From an optimization exercise on the open Yosys and OpenROAD flow, aimed at small area; shortcuts taken in it are not production practice. Function was checked by simulation only, so behaviour that the tests miss may differ from the original. The flow treats the clock pin as an ideal source, which a real chip does not have. Power figures rest on the tool's default switching activity, not on a simulated workload.

Design UART_SYS, start of the top module:
module UART_SYS
(
 input   wire                          CLK,
 input   wire                          RST_N,
 input   wire                          UART_RX_IN,
 output  wire                          UART_TX_O,
 output  reg                           parity_error,
 output  reg                           framing_error
);
==> flow/config.mk <==
export PLATFORM = sky130hd
export DESIGN_NAME = UART_SYS
export DESIGN_NICKNAME = UART_SYS
export VERILOG_FILES = /design/flow/design.v
export SDC_FILE = /design/flow/constraint.sdc
export NUM_CORES = 4
export LEC_CHECK = 0
export CAP_MARGIN = 20
export CORE_MARGIN = 2
export CORE_UTILIZATION = 40
export CTS_BUF_LIST = sky130_fd_sc_hd__clkbuf_8
export SLEW_MARGIN = 20
==> flow/constraint.sdc <==
create_clock -name core_clock -period 32.0 [get_ports {CLK}]
set_input_delay 6.4000 -clock core_clock [delete_from_list [all_inputs] [get_ports {CLK}]]
set_output_delay 6.4000 -clock core_clock [all_outputs]
set_load 0.01 [all_outputs]
standard.sh (not shown) runs the stock make flow with config.mk's settings and CLKGATE_MAP_FILE= SYNTH_SCRIPT=/design/flow/synth_recipe.tcl, a recipe that flattens the netlist after the stock synthesis.
==> flow/flow/run.sh <==
#!/bin/bash
# Standard layout (standard synthesis unchanged), with these changes:
# - after floorplan, flow/rmp.tcl re-maps the combinational logic for area
#   (OpenROAD restructure) onto the platform's cells less its don't-use cells;
# - clock tree synthesis adds no dummy loads, and flow/down.tcl then downsizes
#   clock buffers while every flip-flop clock pin keeps a slew of at most 110 ps;
# - the port buffers use the smallest buffer cell.
set -euo pipefail
W=$(pwd)
python3 "$W/flow/rmp_lib.py" "$FLOW_HOME" "$W/rmp.lib" > rmp_lib.log 2>&1
export RMP_LIB="$W/rmp.lib"
bash standard.sh \
  "POST_FLOORPLAN_TCL=$W/flow/rmp.tcl" \
  "CTS_ARGS=-sink_clustering_enable -repair_clock_nets -buf_list sky130_fd_sc_hd__clkbuf_8 -dont_use_dummy_load" \
  "BUFFER_PORTS_ARGS=-buffer_cell sky130_fd_sc_hd__buf_1" \
  "POST_CTS_TCL=$W/flow/down.tcl" \
  finish > orfs_flow.log 2>&1
==> flow/flow/down.tcl <==
# Downsize clock buffers while every flip-flop clock pin keeps a slew of at
# most 110 ps (estimated from placement).
proc clk_worst_slew {} {
  set ws 0
  foreach pin [get_pins -hierarchical */CLK] {
    set s [get_property $pin slew_max]
    if {$s > $ws} { set ws $s }
  }
  return $ws
}
set limit 0.110
estimate_parasitics -placement
foreach inst [get_cells *] {
  set m [get_property $inst ref_name]
  if {![string match "sky130_fd_sc_hd__clkbuf_*" $m]} { continue }
  foreach cand {sky130_fd_sc_hd__clkbuf_2 sky130_fd_sc_hd__clkbuf_4} {
    if {[string equal $cand $m]} { break }
    replace_cell $inst [get_lib_cells */$cand]
    estimate_parasitics -placement
    if {[clk_worst_slew] <= $limit} {
      puts "DOWNSIZE [get_property $inst name] $m -> $cand"
      set m $cand
      break
    }
    replace_cell $inst [get_lib_cells */$m]
    estimate_parasitics -placement
  }
}
puts "WORST_AFTER [clk_worst_slew]"
Other scripts of this flow, unchanged in this note and not shown: flow/flow/rmp.tcl, flow/flow/rmp_lib.py
Edit:
--- a/flow/flow/run.sh
+++ b/flow/flow/run.sh
@@ -5,3 +5,3 @@
 # - clock tree synthesis adds no dummy loads, and flow/down.tcl then downsizes
-#   clock buffers while every flip-flop clock pin keeps a slew of at most 110 ps;
+#   clock buffers while every flip-flop clock pin keeps a slew of at most 120 ps;
 # - the port buffers use the smallest buffer cell.
--- a/flow/flow/down.tcl
+++ b/flow/flow/down.tcl
@@ -1,3 +1,3 @@
 # Downsize clock buffers while every flip-flop clock pin keeps a slew of at
-# most 110 ps (estimated from placement).
+# most 120 ps (estimated from placement).
 proc clk_worst_slew {} {
@@ -10,3 +10,3 @@
 }
-set limit 0.110
+set limit 0.120
 estimate_parasitics -placement
ABC_AREA = 1   (was not set)
CAP_MARGIN = 10   (was 20)
CORE_UTILIZATION = 65   (was 40)
SLEW_MARGIN = 10   (was 20)
Outcome:
- clock-buffer cell count is unchanged
- wire length went down by 7.2%
- sequential cell count is unchanged
- design area decreases by 3.9%
- die area is lower by 37%
- power came out lower by 4.2%
- first-iteration DRC count rises by 49%
- setup slack loses 560 ps
Edit:
CORE_UTILIZATION = 40   (was 65)
After rerunning: The new run completed without violations. Clock-buffer cell count stays the same. Total power rises by about 2.3%. Setup slack improves by 250 ps.
Edit:
--- a/flow/flow/run.sh
+++ b/flow/flow/run.sh
@@ -5,3 +5,3 @@
 # - clock tree synthesis adds no dummy loads, and flow/down.tcl then downsizes
-#   clock buffers while every flip-flop clock pin keeps a slew of at most 120 ps;
+#   clock buffers while every flip-flop clock pin keeps a slew of at most 110 ps;
 # - the port buffers use the smallest buffer cell.
--- a/flow/flow/down.tcl
+++ b/flow/flow/down.tcl
@@ -1,3 +1,3 @@
 # Downsize clock buffers while every flip-flop clock pin keeps a slew of at
-# most 120 ps (estimated from placement).
+# most 110 ps (estimated from placement).
 proc clk_worst_slew {} {
@@ -10,3 +10,3 @@
 }
-set limit 0.120
+set limit 0.110
 estimate_parasitics -placement
After rerunning: The new run completed with no timing, DRC or antenna violations; maximum frequency rose by 0.47%; total power increases by about 1.9%; core utilization is higher by 0.15 points.

========
== run A ==
UART_SYS again, from the RTL that the note above started with.
Settings: LEC_CHECK=0, CAP_MARGIN=20, CORE_MARGIN=2, CORE_UTILIZATION=40, CTS_BUF_LIST=sky130_fd_sc_hd__clkbuf_8, SLEW_MARGIN=20; clock period 32.0 ns.
==> flow/flow/run.sh <==
#!/bin/bash
# Standard layout, with clock tree synthesis told not to add dummy loads and
# the port buffers made from the smallest buffer cell.
set -euo pipefail
bash standard.sh "CTS_ARGS=-sink_clustering_enable -repair_clock_nets -buf_list sky130_fd_sc_hd__clkbuf_8 -dont_use_dummy_load" "BUFFER_PORTS_ARGS=-buffer_cell sky130_fd_sc_hd__buf_1" finish > orfs_flow.log 2>&1
The following lists how run B was set up differently from run A:
Settings: ABC_AREA: unset -> 1.
==> flow/flow/run.sh <==
#!/bin/bash
# Standard layout, with clock tree synthesis told not to add dummy loads.
set -euo pipefail
bash standard.sh "CTS_ARGS=-sink_clustering_enable -repair_clock_nets -sink_clustering_size 30 -sink_clustering_max_diameter 200 -buf_list sky130_fd_sc_hd__clkbuf_8 -dont_use_dummy_load" finish > orfs_flow.log 2>&1
[summary]
- Run B vs. run A: final critical path time including I/O delays and setup increased by 0.45 ns relative to the old numbers, part of the cycle the worst path needs increased by 1.4 points relative to the old numbers, utilization increased by 0.73 points relative to the old numbers, final worst slack decreased by 0.45 ns relative to the old numbers.
- Compared to run A, run B was floorplanned on a bigger die.
- The run showing the greater final cell count is run B.
- Of run B and run A, the higher total routing resource utilization after global routing belongs to run B.
- On run B: critical path depth is 1 higher than what run A gave.
- Run B does worse than run A on switching power.
- Share of the final layout cell area in sequential cells: run B < run A
#### Input delta (run C over run B)
Settings: ABC_AREA: 1 -> unset.
==> flow/flow/run.sh <==
#!/bin/bash
# Standard layout, with three changes: clock tree synthesis adds no dummy
# loads, the port buffers use the smallest buffer cell, and after clock tree
# synthesis flow/down.tcl downsizes clock buffers while every flip-flop clock
# pin keeps a slew of at most 110 ps.
set -euo pipefail
bash standard.sh \
  "CTS_ARGS=-sink_clustering_enable -repair_clock_nets -buf_list sky130_fd_sc_hd__clkbuf_8 -dont_use_dummy_load" \
  "BUFFER_PORTS_ARGS=-buffer_cell sky130_fd_sc_hd__buf_1" \
  "POST_CTS_TCL=$(pwd)/flow/down.tcl" \
  finish > orfs_flow.log 2>&1
==> flow/flow/down.tcl (new file) <==
# Downsize clock buffers while every flip-flop clock pin keeps a slew of at
# most 110 ps (estimated from placement).
proc clk_worst_slew {} {
  set ws 0
  foreach pin [get_pins -hierarchical */CLK] {
    set s [get_property $pin slew_max]
    if {$s > $ws} { set ws $s }
  }
  return $ws
}
set limit 0.110
estimate_parasitics -placement
foreach inst [get_cells *] {
  set m [get_property $inst ref_name]
  if {![string match "sky130_fd_sc_hd__clkbuf_*" $m]} { continue }
  foreach cand {sky130_fd_sc_hd__clkbuf_2 sky130_fd_sc_hd__clkbuf_4} {
    if {[string equal $cand $m]} { break }
    replace_cell $inst [get_lib_cells */$cand]
    estimate_parasitics -placement
    if {[clk_worst_slew] <= $limit} {
      puts "DOWNSIZE [get_property $inst name] $m -> $cand"
      set m $cand
      break
    }
    replace_cell $inst [get_lib_cells */$m]
    estimate_parasitics -placement
  }
}
puts "WORST_AFTER [clk_worst_slew]"
==> comparison <==
Looking at minimum clock period after layout across both flows, run C is the stronger of the two, with run B trailing.
Number of DRC violations after detailed-routing iteration 0 delta for run C relative to run B: 6.9% higher
Lower fraction of the cycle the final worst path needs was reported by run C, not run B.
--- input diff run C..run D ---
Settings: a change of CORE_UTILIZATION from 40 to 70.
==> flow/flow/run.sh <==
#!/bin/bash
# Standard layout, with clock tree synthesis told not to add dummy loads.
set -euo pipefail
bash standard.sh "CTS_ARGS=-sink_clustering_enable -repair_clock_nets -buf_list sky130_fd_sc_hd__clkbuf_8 -dont_use_dummy_load" finish > orfs_flow.log 2>&1
removed: flow/flow/down.tcl
Results
Number of standard cells in the layout, taps in and fillers out, run D vs run C: down by more than 10%
Run D leaves less setup margin than run C.
Horizontal die dimension: run D < run C
Run C → run D: wire length of the first global-routing pass has increased; via total after detailed routing now sits higher.
Run D gives more data-path buffer share of cell area in the final layout than run C did.
Re worst ir drop on vdd: run C and run D aren't equal, and the higher value belongs to run D.
Compared with run C, run D supports a lower clock frequency.
When the final numbers for run C and run D were put side by side, the net switching power of the design turned out to be smaller in run C.

========
07-13:
Starting RTL as in the previous note.
// UART_SYS
module UART_SYS
(
 input   wire                          CLK,
 input   wire                          RST_N,
 input   wire                          UART_RX_IN,
 output  wire                          UART_TX_O,
 output  reg                           parity_error,
 output  reg                           framing_error
);
==> flow/config.mk <==
export PLATFORM = sky130hd
export DESIGN_NAME = UART_SYS
export DESIGN_NICKNAME = UART_SYS
export VERILOG_FILES = /design/flow/design.v
export SDC_FILE = /design/flow/constraint.sdc
export NUM_CORES = 4
export LEC_CHECK = 0
export ABC_AREA = 1
export CAP_MARGIN = 20
export CORE_MARGIN = 2
export CORE_UTILIZATION = 40
export CTS_BUF_LIST = sky130_fd_sc_hd__clkbuf_8
export SLEW_MARGIN = 20
==> flow/constraint.sdc <==
create_clock -name core_clock -period 32.0 [get_ports {CLK}]
set_input_delay 6.4000 -clock core_clock [delete_from_list [all_inputs] [get_ports {CLK}]]
set_output_delay 6.4000 -clock core_clock [all_outputs]
set_load 0.01 [all_outputs]
==> flow/flow/run.sh <==
#!/bin/bash
# Standard layout, with clock tree synthesis told not to add dummy loads.
set -euo pipefail
bash standard.sh "CTS_ARGS=-sink_clustering_enable -repair_clock_nets -buf_list sky130_fd_sc_hd__clkbuf_8 -dont_use_dummy_load" finish > orfs_flow.log 2>&1
07-13 finished every step from synthesis to the final layout, and the layout passed the timing, design-rule and antenna checks.
> inputs changed (07-13 -> 11-26)
# 07-13
export LEC_CHECK = 0
export ABC_AREA = 1
export CAP_MARGIN = 20
export CORE_MARGIN = 2
export CORE_UTILIZATION = 40
export CTS_BUF_LIST = sky130_fd_sc_hd__clkbuf_8
export SLEW_MARGIN = 20
create_clock -name core_clock -period 32.0 [get_ports {CLK}]
# 11-26
export LEC_CHECK = 0
export CAP_MARGIN = 20
export CORE_MARGIN = 2
export CORE_UTILIZATION = 40
export CTS_BUF_LIST = sky130_fd_sc_hd__clkbuf_8
export SLEW_MARGIN = 20
create_clock -name core_clock -period 32.0 [get_ports {CLK}]
Notes after the runs:
Looking at sequential share of layout area, 11-26 sits 0.78 points above 07-13.
Looking only at post-synthesis to final-layout area growth, and setting everything else aside, the higher value of 11-26 and 07-13 goes to 07-13.
Max-slew headroom at the worst pin delta for 11-26 relative to 07-13: 19 points higher
The leakage power summed over all cells in 11-26 is 0.844 times that in 07-13.
~same clock power share in 11-26 and 07-13

==> separate check: timing with driven ports <==
How much do the figures lean on ideal ports? The routed layouts below were timed once more, with nothing changed but the port constraints. Step 1: set_driving_cell puts a clkbuf_16 on CLK and a buf_2 on each other input, an assumption about the parent block. Step 2, shift: input delay + t, output delay - t, t = (earliest + latest rising clock arrival at the registers) / 2. This alone moves slack from input paths to output paths. Three values: no drivers, after step 1, after step 2; two values: the first two.
| run | t, ns | setup WS [ns] | worst setup path after step 2 | worst register clock-pin slew, ns |
|---|---|---|---|---|
| the first run of note 1 | 0.742 | 23.478 / 23.487 / 22.744 | input to register | 0.10 / 0.10 |
| the second run of note 1 | 0.532 | 22.914 / 22.924 / 22.393 | input to register | 0.11 / 0.11 |
| the third run of note 1 | 0.713 | 23.167 / 23.182 / 22.469 | input to register | 0.11 / 0.11 |
| the fourth run of note 1 | 0.740 | 23.208 / 23.223 / 22.483 | input to register | 0.10 / 0.10 |
| run A | 0.466 | 23.614 / 23.579 / 23.378 | input to register | 0.10 / 0.10 |
| run B | 0.461 | 23.168 / 23.135 / 22.981 | input to register | 0.10 / 0.10 |
| run C | 0.569 | 23.481 / 23.446 / 23.418 | input to register | 0.11 / 0.11 |
| run D | 0.461 | 23.147 / 23.114 / 22.854 | input to register | 0.10 / 0.10 |
| 07-13 | 0.461 | 23.168 / 23.135 / 22.981 | input to register | 0.10 / 0.10 |
| 11-26 | 0.452 | 23.164 / 23.129 / 22.957 | input to register | 0.09 / 0.09 |
After both steps every run listed still meets setup and hold. For the first run of note 1, which loses most, drivers alone change the setup slack by +0.009 ns; drivers and shift together by -0.734 ns.
